This design comes from an exercise in tuning for small area on the open sky130 flow, not from production work.
No functional check of the RTL was part of this run.

### design/flow/config.mk
export PLATFORM = sky130hd
export DESIGN_NAME = fir_filter
export DESIGN_NICKNAME = fir_filter
export VERILOG_FILES = /design/flow/design.v
export SDC_FILE = /design/flow/constraint.sdc
export NUM_CORES = 4
export LEC_CHECK = 0
export CAP_MARGIN = 20
export CORE_MARGIN = 2
export CORE_UTILIZATION = 70
export GPL_TIMING_DRIVEN = 0
export SLEW_MARGIN = 20
export SYNTH_HIERARCHICAL = 1
export SYNTH_MINIMUM_KEEP_SIZE = 0
### design/flow/constraint.sdc
create_clock -name core_clock -period 8.0 [get_ports {CLK_Filter}]
set_input_delay 1.6000 -clock core_clock [delete_from_list [all_inputs] [get_ports {CLK_Filter}]]
set_output_delay 1.6000 -clock core_clock [all_outputs]
set_load 0.01 [all_outputs]
### design/flow/design.v
module fir_filter (
    input CLK_Filter,
    input rst_n,
    input wire [7:0] filter_in,
    output wire [19:0] filter_out
);
  reg [7:0] d0;
  reg [7:0] d1;
  reg [7:0] d2;
  reg [7:0] d3;
  reg [7:0] d4;
  reg [7:0] d5;
  reg [7:0] d6;
  reg [7:0] d7;
  reg [7:0] d8;
  reg [7:0] d9;
  reg [7:0] d10;
  reg [7:0] d11;
  reg [7:0] d12;
  reg [7:0] d13;
  reg [7:0] d14;
  reg [7:0] d15;
  reg [7:0] d16;
  reg [7:0] d17;
  reg [7:0] d18;
  reg [7:0] d19;
  reg [7:0] d20;
  reg [7:0] d21;
  reg [7:0] d22;
  reg [7:0] d23;
  reg [7:0] d24;
  reg [19:0] q;
  reg [1:0] st;
  always @(posedge CLK_Filter or negedge rst_n) begin
    if (!rst_n) st <= 2'd0;
    else st <= {st[1] | st[0], st[1] | ~st[0]};
  end
  wire en = st[1] & st[0];
  wire [7:0] en8 = {8{en}};
  always @(posedge CLK_Filter) begin
    d0 <= filter_in;
    d1 <= d0;
    d2 <= d1;
    d3 <= ~(d2 & en8);
    d4 <= d3;
    d5 <= d4;
    d6 <= ~(d5 | ~en8);
    d7 <= d6;
    d8 <= d7;
    d9 <= ~(d8 & en8);
    d10 <= d9;
    d11 <= d10;
    d12 <= ~(d11 | ~en8);
    d13 <= d12;
    d14 <= ~(d13 & en8);
    d15 <= ~(d14 | ~en8);
    d16 <= d15;
    d17 <= d16;
    d18 <= ~(d17 & en8);
    d19 <= d18;
    d20 <= d19;
    d21 <= ~(d20 | ~en8);
    d22 <= d21;
    d23 <= d22;
    d24 <= ~(d23 & en8);
  end
  wire s0, c1;
  fir_ha us0 (.a(d4[0]), .b(d22[0]), .s(s0), .co(c1));
  wire s2, c3;
  fir_fa us2 (.a(d4[1]), .b(d22[1]), .ci(c1), .s(s2), .co(c3));
  wire s4, c5;
  fir_fa us4 (.a(d4[2]), .b(d22[2]), .ci(c3), .s(s4), .co(c5));
  wire s6, c7;
  fir_fa us6 (.a(d4[3]), .b(d22[3]), .ci(c5), .s(s6), .co(c7));
  wire s8, c9;
  fir_fa us8 (.a(d4[4]), .b(d22[4]), .ci(c7), .s(s8), .co(c9));
  wire s10, c11;
  fir_fa us10 (.a(d4[5]), .b(d22[5]), .ci(c9), .s(s10), .co(c11));
  wire s12, c13;
  fir_fa us12 (.a(d4[6]), .b(d22[6]), .ci(c11), .s(s12), .co(c13));
  wire s14, c15;
  fir_fa us14 (.a(d4[7]), .b(d22[7]), .ci(c13), .s(s14), .co(c15));
  wire s16, c17;
  fir_ha us16 (.a(d5[0]), .b(d21[0]), .s(s16), .co(c17));
  wire s18, c19;
  fir_fa us18 (.a(d5[1]), .b(d21[1]), .ci(c17), .s(s18), .co(c19));
  wire s20, c21;
  fir_fa us20 (.a(d5[2]), .b(d21[2]), .ci(c19), .s(s20), .co(c21));
  wire s22, c23;
  fir_fa us22 (.a(d5[3]), .b(d21[3]), .ci(c21), .s(s22), .co(c23));
  wire s24, c25;
  fir_fa us24 (.a(d5[4]), .b(d21[4]), .ci(c23), .s(s24), .co(c25));
  wire s26, c27;
  fir_fa us26 (.a(d5[5]), .b(d21[5]), .ci(c25), .s(s26), .co(c27));
  wire s28, c29;
  fir_fa us28 (.a(d5[6]), .b(d21[6]), .ci(c27), .s(s28), .co(c29));
  wire s30, c31;
  fir_fa us30 (.a(d5[7]), .b(d21[7]), .ci(c29), .s(s30), .co(c31));
  wire s32, c33;
  fir_ha us32 (.a(d8[0]), .b(d18[0]), .s(s32), .co(c33));
  wire s34, c35;
  fir_fa us34 (.a(d8[1]), .b(d18[1]), .ci(c33), .s(s34), .co(c35));
  wire s36, c37;
  fir_fa us36 (.a(d8[2]), .b(d18[2]), .ci(c35), .s(s36), .co(c37));
  wire s38, c39;
  fir_fa us38 (.a(d8[3]), .b(d18[3]), .ci(c37), .s(s38), .co(c39));
  wire s40, c41;
  fir_fa us40 (.a(d8[4]), .b(d18[4]), .ci(c39), .s(s40), .co(c41));
  wire s42, c43;
  fir_fa us42 (.a(d8[5]), .b(d18[5]), .ci(c41), .s(s42), .co(c43));
  wire s44, c45;
  fir_fa us44 (.a(d8[6]), .b(d18[6]), .ci(c43), .s(s44), .co(c45));
  wire s46, c47;
  fir_fa us46 (.a(d8[7]), .b(d18[7]), .ci(c45), .s(s46), .co(c47));
  wire s48, c49;
  fir_ha us48 (.a(d9[0]), .b(d17[0]), .s(s48), .co(c49));
  wire s50, c51;
  fir_fa us50 (.a(d9[1]), .b(d17[1]), .ci(c49), .s(s50), .co(c51));
  wire s52, c53;
  fir_fa us52 (.a(d9[2]), .b(d17[2]), .ci(c51), .s(s52), .co(c53));
  wire s54, c55;
  fir_fa us54 (.a(d9[3]), .b(d17[3]), .ci(c53), .s(s54), .co(c55));
  wire s56, c57;
  fir_fa us56 (.a(d9[4]), .b(d17[4]), .ci(c55), .s(s56), .co(c57));
  wire s58, c59;
  fir_fa us58 (.a(d9[5]), .b(d17[5]), .ci(c57), .s(s58), .co(c59));
  wire s60, c61;
  fir_fa us60 (.a(d9[6]), .b(d17[6]), .ci(c59), .s(s60), .co(c61));
  wire s62, c63;
  fir_fa us62 (.a(d9[7]), .b(d17[7]), .ci(c61), .s(s62), .co(c63));
  wire s64, c65;
  fir_ha us64 (.a(d11[0]), .b(d15[0]), .s(s64), .co(c65));
  wire s66, c67;
  fir_fa us66 (.a(d11[1]), .b(d15[1]), .ci(c65), .s(s66), .co(c67));
  wire s68, c69;
  fir_fa us68 (.a(d11[2]), .b(d15[2]), .ci(c67), .s(s68), .co(c69));
  wire s70, c71;
  fir_fa us70 (.a(d11[3]), .b(d15[3]), .ci(c69), .s(s70), .co(c71));
  wire s72, c73;
  fir_fa us72 (.a(d11[4]), .b(d15[4]), .ci(c71), .s(s72), .co(c73));
  wire s74, c75;
  fir_fa us74 (.a(d11[5]), .b(d15[5]), .ci(c73), .s(s74), .co(c75));
  wire s76, c77;
  fir_fa us76 (.a(d11[6]), .b(d15[6]), .ci(c75), .s(s76), .co(c77));
  wire s78, c79;
  fir_fa us78 (.a(d11[7]), .b(d15[7]), .ci(c77), .s(s78), .co(c79));
  wire s80, c81;
  fir_ha us80 (.a(d12[0]), .b(d14[0]), .s(s80), .co(c81));
  wire s82, c83;
  fir_fa us82 (.a(d12[1]), .b(d14[1]), .ci(c81), .s(s82), .co(c83));
  wire s84, c85;
  fir_fa us84 (.a(d12[2]), .b(d14[2]), .ci(c83), .s(s84), .co(c85));
  wire s86, c87;
  fir_fa us86 (.a(d12[3]), .b(d14[3]), .ci(c85), .s(s86), .co(c87));
  wire s88, c89;
  fir_fa us88 (.a(d12[4]), .b(d14[4]), .ci(c87), .s(s88), .co(c89));
  wire s90, c91;
  fir_fa us90 (.a(d12[5]), .b(d14[5]), .ci(c89), .s(s90), .co(c91));
  wire s92, c93;
  fir_fa us92 (.a(d12[6]), .b(d14[6]), .ci(c91), .s(s92), .co(c93));
  wire s94, c95;
  fir_fa us94 (.a(d12[7]), .b(d14[7]), .ci(c93), .s(s94), .co(c95));
  wire n96 = ~s0;
  wire n97 = ~s2;
  wire n98 = ~s4;
  wire n99 = ~s6;
  wire n100 = ~s8;
  wire n101 = ~s10;
  wire n102 = ~s12;
  wire n103 = ~s14;
  wire n104 = ~c15;
  wire s105, c106;
  fir_fa us105 (.a(s80), .b(n96), .ci(1'b1), .s(s105), .co(c106));
  wire s107, c108;
  fir_fa us107 (.a(s82), .b(n97), .ci(c106), .s(s107), .co(c108));
  wire s109, c110;
  fir_fa us109 (.a(s84), .b(n98), .ci(c108), .s(s109), .co(c110));
  wire s111, c112;
  fir_fa us111 (.a(s86), .b(n99), .ci(c110), .s(s111), .co(c112));
  wire s113, c114;
  fir_fa us113 (.a(s88), .b(n100), .ci(c112), .s(s113), .co(c114));
  wire s115, c116;
  fir_fa us115 (.a(s90), .b(n101), .ci(c114), .s(s115), .co(c116));
  wire s117, c118;
  fir_fa us117 (.a(s92), .b(n102), .ci(c116), .s(s117), .co(c118));
  wire s119, c120;
  fir_fa us119 (.a(s94), .b(n103), .ci(c118), .s(s119), .co(c120));
  wire s121, c122;
  fir_fa us121 (.a(c95), .b(n104), .ci(c120), .s(s121), .co(c122));
  wire n123 = ~s48;
  wire n124 = ~s64;
  wire s125, c126;
  fir_fa us125 (.a(s64), .b(s50), .ci(s66), .s(s125), .co(c126));
  wire n127 = ~s125;
  wire s128, c129;
  fir_fa us128 (.a(s16), .b(s66), .ci(s52), .s(s128), .co(c129));
  wire s130, c131;
  fir_fa us130 (.a(s68), .b(c126), .ci(s128), .s(s130), .co(c131));
  wire n132 = ~s130;
  wire s133, c134;
  fir_fa us133 (.a(d3[0]), .b(d23[0]), .ci(s16), .s(s133), .co(c134));
  wire s135, c136;
  fir_fa us135 (.a(s64), .b(s18), .ci(s133), .s(s135), .co(c136));
  wire s137, c138;
  fir_fa us137 (.a(s68), .b(s135), .ci(s54), .s(s137), .co(c138));
  wire s139, c140;
  fir_fa us139 (.a(s70), .b(c129), .ci(c131), .s(s139), .co(c140));
  wire n141 = ~s137;
  wire n142 = ~s139;
  wire s143, c144;
  fir_fa us143 (.a(d3[1]), .b(d23[1]), .ci(d10[0]), .s(s143), .co(c144));
  wire s145, c146;
  fir_fa us145 (.a(d16[0]), .b(s48), .ci(s143), .s(s145), .co(c146));
  wire s147, c148;
  fir_fa us147 (.a(c134), .b(s18), .ci(s66), .s(s147), .co(c148));
  wire s149, c150;
  fir_fa us149 (.a(s145), .b(s20), .ci(c136), .s(s149), .co(c150));
  wire s151, c152;
  fir_fa us151 (.a(s147), .b(s70), .ci(s149), .s(s151), .co(c152));
  wire s153, c154;
  fir_fa us153 (.a(s56), .b(s72), .ci(c138), .s(s153), .co(c154));
  wire s155, c156;
  fir_fa us155 (.a(s151), .b(c140), .ci(s153), .s(s155), .co(c156));
  wire n157 = ~s155;
  wire s158, c159;
  fir_fa us158 (.a(d3[2]), .b(d23[2]), .ci(d10[1]), .s(s158), .co(c159));
  wire s160, c161;
  fir_fa us160 (.a(d16[1]), .b(c144), .ci(s158), .s(s160), .co(c161));
  wire s162, c163;
  fir_fa us162 (.a(s50), .b(c146), .ci(s160), .s(s162), .co(c163));
  wire s164, c165;
  fir_fa us164 (.a(s20), .b(s68), .ci(c148), .s(s164), .co(c165));
  wire s166, c167;
  fir_fa us166 (.a(s22), .b(s162), .ci(c150), .s(s166), .co(c167));
  wire s168, c169;
  fir_fa us168 (.a(s164), .b(s72), .ci(c152), .s(s168), .co(c169));
  wire s170, c171;
  fir_fa us170 (.a(s166), .b(s58), .ci(s74), .s(s170), .co(c171));
  wire s172, c173;
  fir_fa us172 (.a(c154), .b(s168), .ci(c156), .s(s172), .co(c173));
  wire n174 = ~s170;
  wire n175 = ~s172;
  wire s176, c177;
  fir_fa us176 (.a(d3[3]), .b(d23[3]), .ci(d10[2]), .s(s176), .co(c177));
  wire s178, c179;
  fir_fa us178 (.a(d16[2]), .b(c159), .ci(s176), .s(s178), .co(c179));
  wire s180, c181;
  fir_fa us180 (.a(c161), .b(s178), .ci(s52), .s(s180), .co(c181));
  wire s182, c183;
  fir_fa us182 (.a(c163), .b(s22), .ci(s70), .s(s182), .co(c183));
  wire s184, c185;
  fir_fa us184 (.a(c165), .b(s180), .ci(s24), .s(s184), .co(c185));
  wire s186, c187;
  fir_fa us186 (.a(c167), .b(s182), .ci(s74), .s(s186), .co(c187));
  wire s188, c189;
  fir_fa us188 (.a(s184), .b(c169), .ci(s60), .s(s188), .co(c189));
  wire s190, c191;
  fir_fa us190 (.a(s76), .b(c171), .ci(s186), .s(s190), .co(c191));
  wire s192, c193;
  fir_fa us192 (.a(c173), .b(s188), .ci(s190), .s(s192), .co(c193));
  wire n194 = ~s192;
  wire s195, c196;
  fir_fa us195 (.a(d3[4]), .b(d23[4]), .ci(d10[3]), .s(s195), .co(c196));
  wire s197, c198;
  fir_fa us197 (.a(d16[3]), .b(c177), .ci(s195), .s(s197), .co(c198));
  wire s199, c200;
  fir_fa us199 (.a(c179), .b(s197), .ci(s54), .s(s199), .co(c200));
  wire s201, c202;
  fir_fa us201 (.a(c181), .b(s24), .ci(s72), .s(s201), .co(c202));
  wire s203, c204;
  fir_fa us203 (.a(c183), .b(s199), .ci(s26), .s(s203), .co(c204));
  wire s205, c206;
  fir_fa us205 (.a(c185), .b(s201), .ci(s76), .s(s205), .co(c206));
  wire s207, c208;
  fir_fa us207 (.a(c187), .b(s203), .ci(c189), .s(s207), .co(c208));
  wire s209, c210;
  fir_fa us209 (.a(s62), .b(s78), .ci(c191), .s(s209), .co(c210));
  wire s211, c212;
  fir_fa us211 (.a(s205), .b(s207), .ci(s209), .s(s211), .co(c212));
  wire n213 = ~c193;
  wire n214 = ~s211;
  wire s215, c216;
  fir_fa us215 (.a(d3[5]), .b(d23[5]), .ci(d10[4]), .s(s215), .co(c216));
  wire s217, c218;
  fir_fa us217 (.a(d16[4]), .b(c196), .ci(s215), .s(s217), .co(c218));
  wire s219, c220;
  fir_fa us219 (.a(c198), .b(s217), .ci(s56), .s(s219), .co(c220));
  wire s221, c222;
  fir_fa us221 (.a(c200), .b(s26), .ci(s74), .s(s221), .co(c222));
  wire s223, c224;
  fir_fa us223 (.a(c202), .b(s219), .ci(s28), .s(s223), .co(c224));
  wire s225, c226;
  fir_fa us225 (.a(c204), .b(s221), .ci(c63), .s(s225), .co(c226));
  wire s227, c228;
  fir_fa us227 (.a(c79), .b(c206), .ci(s78), .s(s227), .co(c228));
  wire s229, c230;
  fir_fa us229 (.a(s223), .b(c208), .ci(s225), .s(s229), .co(c230));
  wire s231, c232;
  fir_fa us231 (.a(c210), .b(s227), .ci(s229), .s(s231), .co(c232));
  wire n233 = ~c212;
  wire n234 = ~s231;
  wire s235, c236;
  fir_fa us235 (.a(d3[6]), .b(d23[6]), .ci(d10[5]), .s(s235), .co(c236));
  wire s237, c238;
  fir_fa us237 (.a(d16[5]), .b(c216), .ci(s235), .s(s237), .co(c238));
  wire s239, c240;
  fir_fa us239 (.a(c218), .b(s237), .ci(s58), .s(s239), .co(c240));
  wire s241, c242;
  fir_fa us241 (.a(c220), .b(s28), .ci(s76), .s(s241), .co(c242));
  wire s243, c244;
  fir_fa us243 (.a(c222), .b(s239), .ci(c79), .s(s243), .co(c244));
  wire s245, c246;
  fir_fa us245 (.a(c224), .b(s30), .ci(s241), .s(s245), .co(c246));
  wire s247, c248;
  fir_fa us247 (.a(c226), .b(c228), .ci(s243), .s(s247), .co(c248));
  wire s249, c250;
  fir_fa us249 (.a(s245), .b(c230), .ci(s247), .s(s249), .co(c250));
  wire n251 = ~c232;
  wire n252 = ~s249;
  wire s253, c254;
  fir_fa us253 (.a(d3[7]), .b(d23[7]), .ci(d10[6]), .s(s253), .co(c254));
  wire s255, c256;
  fir_fa us255 (.a(d16[6]), .b(c236), .ci(s253), .s(s255), .co(c256));
  wire s257, c258;
  fir_fa us257 (.a(c238), .b(s255), .ci(s60), .s(s257), .co(c258));
  wire s259, c260;
  fir_fa us259 (.a(c240), .b(c31), .ci(c242), .s(s259), .co(c260));
  wire s261, c262;
  fir_fa us261 (.a(s30), .b(s78), .ci(s257), .s(s261), .co(c262));
  wire s263, c264;
  fir_fa us263 (.a(c244), .b(c246), .ci(s259), .s(s263), .co(c264));
  wire s265, c266;
  fir_fa us265 (.a(s261), .b(c248), .ci(s263), .s(s265), .co(c266));
  wire n267 = ~c250;
  wire n268 = ~s265;
  wire s269, c270;
  fir_fa us269 (.a(d10[7]), .b(d16[7]), .ci(c254), .s(s269), .co(c270));
  wire s271, c272;
  fir_fa us271 (.a(c256), .b(s269), .ci(c31), .s(s271), .co(c272));
  wire s273, c274;
  fir_fa us273 (.a(c79), .b(c258), .ci(s62), .s(s273), .co(c274));
  wire s275, c276;
  fir_fa us275 (.a(c260), .b(s271), .ci(c262), .s(s275), .co(c276));
  wire s277, c278;
  fir_fa us277 (.a(s273), .b(c264), .ci(s275), .s(s277), .co(c278));
  wire n279 = ~c266;
  wire n280 = ~s277;
  wire s281, c282;
  fir_fa us281 (.a(c270), .b(c63), .ci(c272), .s(s281), .co(c282));
  wire s283, c284;
  fir_fa us283 (.a(c274), .b(s281), .ci(c276), .s(s283), .co(c284));
  wire n285 = ~c278;
  wire n286 = ~s283;
  wire n287 = ~c282;
  wire n288 = ~c284;
  wire s289, c290;
  fir_fa us289 (.a(q[0]), .b(n123), .ci(n124), .s(s289), .co(c290));
  wire s291, c292;
  fir_fa us291 (.a(q[1]), .b(d2[0]), .ci(d24[0]), .s(s291), .co(c292));
  wire s293, c294;
  fir_fa us293 (.a(s32), .b(s291), .ci(c290), .s(s293), .co(c294));
  wire s295, c296;
  fir_fa us295 (.a(s105), .b(s293), .ci(n127), .s(s295), .co(c296));
  wire s297, c298;
  fir_fa us297 (.a(q[2]), .b(d2[1]), .ci(1'b1), .s(s297), .co(c298));
  wire s299, c300;
  fir_fa us299 (.a(d24[1]), .b(c292), .ci(s297), .s(s299), .co(c300));
  wire s301, c302;
  fir_fa us301 (.a(s34), .b(s105), .ci(s299), .s(s301), .co(c302));
  wire s303, c304;
  fir_fa us303 (.a(c294), .b(s107), .ci(s301), .s(s303), .co(c304));
  wire s305, c306;
  fir_fa us305 (.a(c296), .b(s303), .ci(n132), .s(s305), .co(c306));
  wire s307, c308;
  fir_fa us307 (.a(q[3]), .b(d2[2]), .ci(1'b1), .s(s307), .co(c308));
  wire s309, c310;
  fir_fa us309 (.a(d24[2]), .b(c298), .ci(s307), .s(s309), .co(c310));
  wire s311, c312;
  fir_fa us311 (.a(c300), .b(s309), .ci(s36), .s(s311), .co(c312));
  wire s313, c314;
  fir_fa us313 (.a(s107), .b(c302), .ci(s311), .s(s313), .co(c314));
  wire s315, c316;
  fir_fa us315 (.a(s109), .b(c304), .ci(n141), .s(s315), .co(c316));
  wire s317, c318;
  fir_fa us317 (.a(s313), .b(n142), .ci(c306), .s(s317), .co(c318));
  wire s319, c320;
  fir_fa us319 (.a(q[4]), .b(d2[3]), .ci(d24[3]), .s(s319), .co(c320));
  wire s321, c322;
  fir_fa us321 (.a(d6[0]), .b(d20[0]), .ci(d7[0]), .s(s321), .co(c322));
  wire s323, c324;
  fir_fa us323 (.a(d19[0]), .b(s32), .ci(c308), .s(s323), .co(c324));
  wire s325, c326;
  fir_fa us325 (.a(s319), .b(s321), .ci(c310), .s(s325), .co(c326));
  wire s327, c328;
  fir_fa us327 (.a(s323), .b(s325), .ci(s38), .s(s327), .co(c328));
  wire s329, c330;
  fir_fa us329 (.a(c312), .b(s109), .ci(c314), .s(s329), .co(c330));
  wire s331, c332;
  fir_fa us331 (.a(s327), .b(s111), .ci(c316), .s(s331), .co(c332));
  wire s333, c334;
  fir_fa us333 (.a(s329), .b(n157), .ci(c318), .s(s333), .co(c334));
  wire s335, c336;
  fir_fa us335 (.a(q[5]), .b(d2[4]), .ci(d24[4]), .s(s335), .co(c336));
  wire s337, c338;
  fir_fa us337 (.a(d6[1]), .b(d20[1]), .ci(d7[1]), .s(s337), .co(c338));
  wire s339, c340;
  fir_fa us339 (.a(d19[1]), .b(c320), .ci(c322), .s(s339), .co(c340));
  wire s341, c342;
  fir_fa us341 (.a(s335), .b(s337), .ci(s34), .s(s341), .co(c342));
  wire s343, c344;
  fir_fa us343 (.a(c324), .b(s339), .ci(s341), .s(s343), .co(c344));
  wire s345, c346;
  fir_fa us345 (.a(c326), .b(s343), .ci(s40), .s(s345), .co(c346));
  wire s347, c348;
  fir_fa us347 (.a(c328), .b(s111), .ci(c330), .s(s347), .co(c348));
  wire s349, c350;
  fir_fa us349 (.a(s345), .b(s113), .ci(n174), .s(s349), .co(c350));
  wire s351, c352;
  fir_fa us351 (.a(c332), .b(s347), .ci(c334), .s(s351), .co(c352));
  wire s353, c354;
  fir_fa us353 (.a(n175), .b(s349), .ci(s351), .s(s353), .co(c354));
  wire s355, c356;
  fir_fa us355 (.a(q[6]), .b(d2[5]), .ci(1'b1), .s(s355), .co(c356));
  wire s357, c358;
  fir_fa us357 (.a(d24[5]), .b(d6[2]), .ci(d20[2]), .s(s357), .co(c358));
  wire s359, c360;
  fir_fa us359 (.a(d7[2]), .b(d19[2]), .ci(c336), .s(s359), .co(c360));
  wire s361, c362;
  fir_fa us361 (.a(c338), .b(s355), .ci(s357), .s(s361), .co(c362));
  wire s363, c364;
  fir_fa us363 (.a(c340), .b(s359), .ci(s361), .s(s363), .co(c364));
  wire s365, c366;
  fir_fa us365 (.a(s36), .b(c342), .ci(s363), .s(s365), .co(c366));
  wire s367, c368;
  fir_fa us367 (.a(c344), .b(s365), .ci(s42), .s(s367), .co(c368));
  wire s369, c370;
  fir_fa us369 (.a(c346), .b(s113), .ci(c348), .s(s369), .co(c370));
  wire s371, c372;
  fir_fa us371 (.a(s367), .b(s115), .ci(c350), .s(s371), .co(c372));
  wire s373, c374;
  fir_fa us373 (.a(s369), .b(c352), .ci(s371), .s(s373), .co(c374));
  wire s375, c376;
  fir_fa us375 (.a(n194), .b(c354), .ci(s373), .s(s375), .co(c376));
  wire s377, c378;
  fir_fa us377 (.a(q[7]), .b(d2[6]), .ci(d24[6]), .s(s377), .co(c378));
  wire s379, c380;
  fir_fa us379 (.a(d6[3]), .b(d20[3]), .ci(d7[3]), .s(s379), .co(c380));
  wire s381, c382;
  fir_fa us381 (.a(d19[3]), .b(c356), .ci(c358), .s(s381), .co(c382));
  wire s383, c384;
  fir_fa us383 (.a(s377), .b(s379), .ci(c360), .s(s383), .co(c384));
  wire s385, c386;
  fir_fa us385 (.a(c362), .b(s381), .ci(s383), .s(s385), .co(c386));
  wire s387, c388;
  fir_fa us387 (.a(c364), .b(s38), .ci(s385), .s(s387), .co(c388));
  wire s389, c390;
  fir_fa us389 (.a(c366), .b(s387), .ci(s44), .s(s389), .co(c390));
  wire s391, c392;
  fir_fa us391 (.a(c368), .b(s115), .ci(c370), .s(s391), .co(c392));
  wire s393, c394;
  fir_fa us393 (.a(s389), .b(s117), .ci(c372), .s(s393), .co(c394));
  wire s395, c396;
  fir_fa us395 (.a(s391), .b(n213), .ci(c374), .s(s395), .co(c396));
  wire s397, c398;
  fir_fa us397 (.a(s393), .b(n214), .ci(c376), .s(s397), .co(c398));
  wire s399, c400;
  fir_fa us399 (.a(q[8]), .b(d2[7]), .ci(d24[7]), .s(s399), .co(c400));
  wire s401, c402;
  fir_fa us401 (.a(d6[4]), .b(d20[4]), .ci(d7[4]), .s(s401), .co(c402));
  wire s403, c404;
  fir_fa us403 (.a(d19[4]), .b(c378), .ci(c380), .s(s403), .co(c404));
  wire s405, c406;
  fir_fa us405 (.a(s399), .b(s401), .ci(c382), .s(s405), .co(c406));
  wire s407, c408;
  fir_fa us407 (.a(s403), .b(c384), .ci(s405), .s(s407), .co(c408));
  wire s409, c410;
  fir_fa us409 (.a(c386), .b(s407), .ci(s40), .s(s409), .co(c410));
  wire s411, c412;
  fir_fa us411 (.a(c388), .b(s409), .ci(c390), .s(s411), .co(c412));
  wire s413, c414;
  fir_fa us413 (.a(s46), .b(s117), .ci(c392), .s(s413), .co(c414));
  wire s415, c416;
  fir_fa us415 (.a(s411), .b(s119), .ci(c394), .s(s415), .co(c416));
  wire s417, c418;
  fir_fa us417 (.a(s413), .b(n233), .ci(c396), .s(s417), .co(c418));
  wire s419, c420;
  fir_fa us419 (.a(s415), .b(n234), .ci(c398), .s(s419), .co(c420));
  wire s421, c422;
  fir_fa us421 (.a(q[9]), .b(d6[5]), .ci(d20[5]), .s(s421), .co(c422));
  wire s423, c424;
  fir_fa us423 (.a(d7[5]), .b(d19[5]), .ci(c400), .s(s423), .co(c424));
  wire s425, c426;
  fir_fa us425 (.a(c402), .b(s421), .ci(c404), .s(s425), .co(c426));
  wire s427, c428;
  fir_fa us427 (.a(s423), .b(c406), .ci(s425), .s(s427), .co(c428));
  wire s429, c430;
  fir_fa us429 (.a(c408), .b(s427), .ci(s42), .s(s429), .co(c430));
  wire s431, c432;
  fir_fa us431 (.a(c410), .b(s429), .ci(c47), .s(s431), .co(c432));
  wire s433, c434;
  fir_fa us433 (.a(c412), .b(s431), .ci(s119), .s(s433), .co(c434));
  wire s435, c436;
  fir_fa us435 (.a(c414), .b(s121), .ci(s433), .s(s435), .co(c436));
  wire s437, c438;
  fir_fa us437 (.a(c416), .b(n251), .ci(n252), .s(s437), .co(c438));
  wire s439, c440;
  fir_fa us439 (.a(s435), .b(c418), .ci(s437), .s(s439), .co(c440));
  wire s441, c442;
  fir_fa us441 (.a(q[10]), .b(d6[6]), .ci(d20[6]), .s(s441), .co(c442));
  wire s443, c444;
  fir_fa us443 (.a(d7[6]), .b(d19[6]), .ci(c422), .s(s443), .co(c444));
  wire s445, c446;
  fir_fa us445 (.a(s441), .b(c424), .ci(s443), .s(s445), .co(c446));
  wire s447, c448;
  fir_fa us447 (.a(c426), .b(s445), .ci(c428), .s(s447), .co(c448));
  wire s449, c450;
  fir_fa us449 (.a(s447), .b(s44), .ci(c430), .s(s449), .co(c450));
  wire s451, c452;
  fir_fa us451 (.a(s449), .b(c432), .ci(c122), .s(s451), .co(c452));
  wire s453, c454;
  fir_fa us453 (.a(s121), .b(c434), .ci(n267), .s(s453), .co(c454));
  wire s455, c456;
  fir_fa us455 (.a(s451), .b(c436), .ci(n268), .s(s455), .co(c456));
  wire s457, c458;
  fir_fa us457 (.a(c438), .b(s453), .ci(s455), .s(s457), .co(c458));
  wire s459, c460;
  fir_fa us459 (.a(q[11]), .b(d6[7]), .ci(d20[7]), .s(s459), .co(c460));
  wire s461, c462;
  fir_fa us461 (.a(d7[7]), .b(d19[7]), .ci(c442), .s(s461), .co(c462));
  wire s463, c464;
  fir_fa us463 (.a(s459), .b(c444), .ci(s461), .s(s463), .co(c464));
  wire s465, c466;
  fir_fa us465 (.a(c446), .b(s463), .ci(c448), .s(s465), .co(c466));
  wire s467, c468;
  fir_fa us467 (.a(s465), .b(c450), .ci(s46), .s(s467), .co(c468));
  wire s469, c470;
  fir_fa us469 (.a(s467), .b(c122), .ci(c452), .s(s469), .co(c470));
  wire s471, c472;
  fir_fa us471 (.a(n279), .b(n280), .ci(s469), .s(s471), .co(c472));
  wire s473, c474;
  fir_fa us473 (.a(c454), .b(c456), .ci(s471), .s(s473), .co(c474));
  wire s475, c476;
  fir_fa us475 (.a(q[12]), .b(c460), .ci(c462), .s(s475), .co(c476));
  wire s477, c478;
  fir_fa us477 (.a(c464), .b(s475), .ci(c466), .s(s477), .co(c478));
  wire s479, c480;
  fir_fa us479 (.a(c47), .b(s477), .ci(c468), .s(s479), .co(c480));
  wire s481, c482;
  fir_fa us481 (.a(s479), .b(n286), .ci(n285), .s(s481), .co(c482));
  wire s483, c484;
  fir_fa us483 (.a(c470), .b(s481), .ci(c472), .s(s483), .co(c484));
  wire s485, c486;
  fir_fa us485 (.a(q[13]), .b(c476), .ci(c478), .s(s485), .co(c486));
  wire s487, c488;
  fir_fa us487 (.a(s485), .b(n287), .ci(c480), .s(s487), .co(c488));
  wire s489, c490;
  fir_fa us489 (.a(s487), .b(n288), .ci(c482), .s(s489), .co(c490));
  wire s491, c492;
  fir_fa us491 (.a(q[14]), .b(c486), .ci(c488), .s(s491), .co(c492));
  wire s493, c494;
  fir_ha us493 (.a(q[15]), .b(c492), .s(s493), .co(c494));
  wire s495, c496;
  fir_ha us495 (.a(q[16]), .b(c494), .s(s495), .co(c496));
  wire s497, c498;
  fir_ha us497 (.a(q[17]), .b(c496), .s(s497), .co(c498));
  wire s499, c500;
  fir_ha us499 (.a(q[18]), .b(c498), .s(s499), .co(c500));
  wire s501, c502;
  fir_fa us501 (.a(q[19]), .b(c500), .ci(1'b1), .s(s501), .co(c502));
  wire s503, c504;
  fir_ha us503 (.a(s315), .b(s317), .s(s503), .co(c504));
  wire s505, c506;
  fir_fa us505 (.a(s331), .b(c504), .ci(s333), .s(s505), .co(c506));
  wire s507, c508;
  fir_ha us507 (.a(c506), .b(s353), .s(s507), .co(c508));
  wire s509, c510;
  fir_ha us509 (.a(c508), .b(s375), .s(s509), .co(c510));
  wire s511, c512;
  fir_fa us511 (.a(s395), .b(c510), .ci(s397), .s(s511), .co(c512));
  wire s513, c514;
  fir_fa us513 (.a(s417), .b(s419), .ci(c512), .s(s513), .co(c514));
  wire s515, c516;
  fir_fa us515 (.a(c420), .b(s439), .ci(c514), .s(s515), .co(c516));
  wire s517, c518;
  fir_ha us517 (.a(c440), .b(s457), .s(s517), .co(c518));
  wire s519, c520;
  fir_ha us519 (.a(c458), .b(s473), .s(s519), .co(c520));
  wire s521, c522;
  fir_ha us521 (.a(c474), .b(s483), .s(s521), .co(c522));
  wire s523, c524;
  fir_ha us523 (.a(s489), .b(c484), .s(s523), .co(c524));
  wire s525, c526;
  fir_ha us525 (.a(s491), .b(c490), .s(s525), .co(c526));
  wire n527 = ~s493;
  wire n528 = ~s495;
  wire n529 = ~s497;
  wire n530 = ~s499;
  wire g531 = c518 | (s517 & c516);
  wire g532 = c522 | (s521 & c520);
  wire a533 = s521 & s519;
  wire g534 = c526 | (s525 & c524);
  wire a535 = s525 & s523;
  wire g536 = s495 | (n528 & s493);
  wire a537 = n528 & n527;
  wire g538 = s499 | (n530 & s497);
  wire a539 = n530 & n529;
  wire g540 = c520 | (s519 & g531);
  wire g541 = g532 | (a533 & g531);
  wire g542 = s493 | (n527 & g534);
  wire a543 = n527 & a535;
  wire g544 = g536 | (a537 & g534);
  wire a545 = a537 & a535;
  wire a546 = s501 & g538;
  wire a547 = s501 & a539;
  wire g548 = c524 | (s523 & g541);
  wire g549 = g534 | (a535 & g541);
  wire g550 = g542 | (a543 & g541);
  wire g551 = g544 | (a545 & g541);
  wire g552 = s497 | (n529 & g551);
  wire g553 = g538 | (a539 & g551);
  wire g554 = a546 | (a547 & g551);
  wire o555 = s517 ^ c516;
  wire o556 = s519 ^ g531;
  wire o557 = s521 ^ g540;
  wire o558 = s523 ^ g541;
  wire o559 = s525 ^ g548;
  wire o560 = n527 ^ g549;
  wire o561 = n528 ^ g550;
  wire o562 = n529 ^ g551;
  wire o563 = n530 ^ g552;
  wire o564 = s501 ^ g553;
  wire [19:0] y = {o564, o563, o562, o561, o560, o559, o558, o557, o556, o555, s515, s513, s511, s509, s507, s505, s503, s305, s295, s289};
  always @(posedge CLK_Filter or negedge rst_n) begin
    if (!rst_n) q <= 20'd0;
    else q <= y & {20{en}};
  end
  assign filter_out = q;
endmodule
module fir_fa (input a, input b, input ci, output s, output co);
  assign s = a ^ b ^ ci;
  assign co = (a & b) | (a & ci) | (b & ci);
endmodule
module fir_ha (input a, input b, output s, output co);
  assign s = a ^ b;
  assign co = a & b;
endmodule
### design/flow/flow/run.sh
#!/bin/bash
# The standard ORFS flow (the standard.sh) with two arguments changed:
# the port buffers use the smallest buffer cell, and the clock tree is built
# from smaller clusters of smaller buffers, without dummy loads.
set -euo pipefail
bash standard.sh \
  'BUFFER_PORTS_ARGS=-buffer_cell sky130_fd_sc_hd__buf_1' \
  'CTS_ARGS=-sink_clustering_enable -repair_clock_nets -sink_clustering_size 10 -sink_clustering_max_diameter 60 -sink_buffer_max_cap_derate 1.0 -buf_list {sky130_fd_sc_hd__clkbuf_4} -dont_use_dummy_load' \
  finish > standard.log 2>&1
### design/flow/standard.sh
#!/bin/bash
# synth_recipe.tcl (not shown) runs the flow's synth.tcl, then flattens the netlist and writes it again
# the make line also repeats each setting of config.mk as NAME=value (left out here)
make -C /OpenROAD-flow-scripts/flow DESIGN_CONFIG=/design/flow/config.mk WORK_HOME=/design/flow/orfs CLKGATE_MAP_FILE= SYNTH_SCRIPT=/design/flow/synth_recipe.tcl "${@:-finish}"
==> results.sh <==
export IMPL_hold_path_cell_count=0
export IMPL_outcome="finished clean"
export IMPL_async_reset_ff_share_pct=9.91
export IMPL_cpPeakStageDelay_ps=570
export IMPL_slew_viol_final=0
export IMPL_avgSynthCellArea_um2=16.0
export IMPL_finClkSkew_ps=71.8
export IMPL_worstHoldStart="d10[6]"
export IMPL_synth_xor_area_share_pct=0.345
export IMPL_hold_violations=0
export IMPL_cts_tree="yes"
export IMPL_grt_util_all_layers_pct=27.9
export IMPL_ant_nets=0
export IMPL_cts_clk_slew_worst_paths_ps=110
export IMPL_std_cell_rows=43
export IMPL_reg2reg_from="d11[0]"
export IMPL_crit_required_ps=8440
export IMPL_drive_gt1_share_pct=10.3
export IMPL_top_register="q"
export IMPL_root_buffer="clkbuf_4"
export IMPL_r2r_end="q[18]"
export IMPL_final_common_cell="fa_1"
export IMPL_syn_to_final_growth_pct=6.82
export IMPL_overflow=0
export IMPL_max_freq_ghz=0.128
export IMPL_clk_latency_ps=650
export IMPL_synthCells=635
export IMPL_diodes=0
export IMPL_synth_simple_area_share_pct=4.63
export IMPL_final_cell_mix="fa_1 (207), dfxtp_1 (199), nand2_1 (43), nor2_1 (41), inv_1 (33)"
export IMPL_reg2reg_depth=23
export IMPL_tightestPinTransition_ps=726
export IMPL_die_h_um=124
export IMPL_grt_start_max_net_pins=23
export IMPL_endpoint_kind="flip-flop"
export IMPL_drtIter0Drc=148
export IMPL_synthesis_area_um2=10100
export IMPL_clock_sinks=222
export IMPL_path_cells="ha_1 -> fa_2 -> fa_2 -> fa_2 -> fa_2 -> fa_1 -> fa_1 -> inv_1 -> fa_2 -> fa_2 -> fa_2 -> fa_2 -> fa_2 -> fa_1 -> fa_2 -> fa_2 -> ha_4 -> o211ai_1 -> a21oi_2 -> nor4_4 -> ha_2 -> xnor2_2 -> nor2_1"
export IMPL_fp_dieW_um=124
export IMPL_timing_final_crit_share_pct=97.4
export IMPL_drt_pass1_iter_count=4
export IMPL_setup_tns_final_ps=0
export IMPL_portBuffers=29
export IMPL_synthAdderAreaFrac_pct=47.9
export IMPL_hold_slack_ps=304
export IMPL_path_class="reg -> reg"
export IMPL_synth_top_family_by_area="adder cells"
export IMPL_drc=0
export IMPL_whs_endpoint="d11[6]"
export IMPL_worstPathArrival_ps=8230
export IMPL_initial_core_util_pct=72.2
export IMPL_ios=30
export IMPL_synth_compound_area_share_pct=0.506
export IMPL_core_area_um2=14000
export IMPL_worstPathMaxFanout=3
export IMPL_rsz0062_at_grt="yes"
export IMPL_fin_nets=964
export IMPL_via_per_inst=5.25
export IMPL_die_area_um2=15500
export IMPL_gp_congestion=0.869
export IMPL_largest_register_ffs=20
export IMPL_rrSetupSlack_ps=210
export IMPL_grt_first_pass_wirelength_mm=31.8
export IMPL_grt_pass1_vias=5787
export IMPL_seq_area_frac_synth_pct=44.9
export IMPL_setup_viol_count_final=0
export IMPL_vias=4627
export IMPL_maxSlewHeadroom_pct=51.6
export IMPL_cpMostUsedCell="fa_2"
export IMPL_totalWireLength_mm=18.9
export IMPL_synth_edf_count=0
export IMPL_min_period_ps=7790
export IMPL_antenna_found_initial=0
export IMPL_hp_class="reg -> reg"
export IMPL_ys_ff_latch=222
export IMPL_cts_made_buffers=26
export IMPL_h_tree_depth=1
export IMPL_wl_per_cell_um=21.4
export IMPL_ys_warn_count=7
export IMPL_synthMuxAreaShare_pct=0
export IMPL_dpl_hpwl_mm=16.1
export IMPL_maxCapViolations=0
export IMPL_clockBufferDepth=3
export IMPL_worstSetupStartpointType="flip-flop"
export IMPL_synthDistinctLibCells=26
export IMPL_crit_slowest_cell="fa_2"
export IMPL_synth_ff_type="dfxtp_1"
## routing by layer
metal	part of all wire [%]	vias to the layer above	routed length [µm]	track usage [%]
li1	-	2056	-	-
met1	37	2448	7080	35.3
met2	56	85	10500	49.3
met3	2.9	38	544	4.12
met4	4.1	0	771	10.4
met5	0	-	0	0
## worst max-delay path by stage
stage | startpoint | end | slack [ps] | cells after the start
finish | d11[0] | q[18] | 210 | 23
global route | d9[0] | q[18] | -60 | 23
CTS | d9[0] | q[18] | 6 | 23
detailed placement | d11[0] | q[18] | -350 | 23
global placement | d11[0] | q[18] | -180 | 23
floorplan | d11[0] | q[18] | 270 | 23
## final cells by class
| class | instances | area, µm² |
|---|---|---|
| inverter | 34 | 128 |
| multi-input combinational | 372 | 5530 |
| clock buffer | 26 | 195 |
| buffer | 11 | 42.5 |
| sequential | 222 | 4560 |
| fill | 839 | 3210 |
| timing repair buffer | 36 | 163 |
| tap | 180 | 225 |
## kinds of logic after synthesis
kind of cell               Yosys count
and+or+nand+nor                    105
xor gates and xnor gates             4
AOI/OAI and AO/OA                    7
DFF                                222
buffers and inverters               45
other                                1
adders and majority gates          251
## critical path: cells and delay by family (launching register included)
family                     cells  cell delay (ps)
adders and majority gates     17             6330
and+or+nand+nor                2              380
DFF                            1              340
buffers and inverters          1               60
xor gates and xnor gates       1              110
AOI/OAI and AO/OA              2              380
## per-module statistics from Yosys, one instance, submodules excluded
module / copies in the design / area (µm²)
fir_fa: 229 / 20.0
fir_filter: 1 / 5330
fir_ha: 18 / 12.5
## per-stage QoR
stage	utilization, %	setup WS (ps)	std cells	area (µm²)
after floorplan	-	267	639	10200
after global placement	74.7	-183	848	10500
after detailed placement	74.7	-351	848	10500
after CTS	76.6	6.30	879	10800
after global routing	77.2	-62.4	881	10800
final	77.2	209	881	10800
## cells in the mapped netlist, types with 2 or more instances
cell | n | area [µm²]
dfxtp_1 | 200 | 4000
fa_1 | 229 | 4580
clkbuf_1 | 10 | 37.5
nand2_1 | 43 | 161
a21oi_2 | 2 | 17.5
and3_1 | 13 | 81.3
xnor2_1 | 2 | 17.5
inv_1 | 34 | 128
or2_2 | 2 | 12.5
dfrtp_1 | 22 | 551
xor2_1 | 2 | 17.5
ha_1 | 22 | 275
nor2_1 | 41 | 154
## what timing repair did
action	4_1_cts	5_1_grt
buffers inserted	5	2
setup endpoints to repair	5	7
gates resized for setup	11	19
hold buffers	0	0
pin swaps	8	14

separate check: timing with driven ports:
Ports are ideal in the flow. The routed layout listed here was re-timed in OpenROAD. Step 1 (the two cells are an assumption about what drives the block):
set clk [get_ports {CLK_Filter}]
set_driving_cell -lib_cell sky130_fd_sc_hd__clkbuf_16 $clk
set_driving_cell -lib_cell sky130_fd_sc_hd__buf_2 [delete_from_list [all_inputs] $clk]
Step 2 adds t to the input delays and takes it off the output delays; t is the mean of the earliest and latest rising clock arrival at the registers after step 1. Input paths then give back, and output paths get back, about the clock's delay inside the block. Slacks: ideal / step 1 / step 2; pairs: ideal / step 1.
t, ns: 0.652
slack for setup (ns): 0.209 / 0.209 / 0.209
worst setup path at the end: register to register
clock arrival spread, ns: 0.071 / 0.071
worst register clock-pin slew, ns: 0.12 / 0.12
After both steps this run still meets setup and hold. The setup slack of this run moves by 0.000 ns with the drivers and by 0.000 ns with both steps.
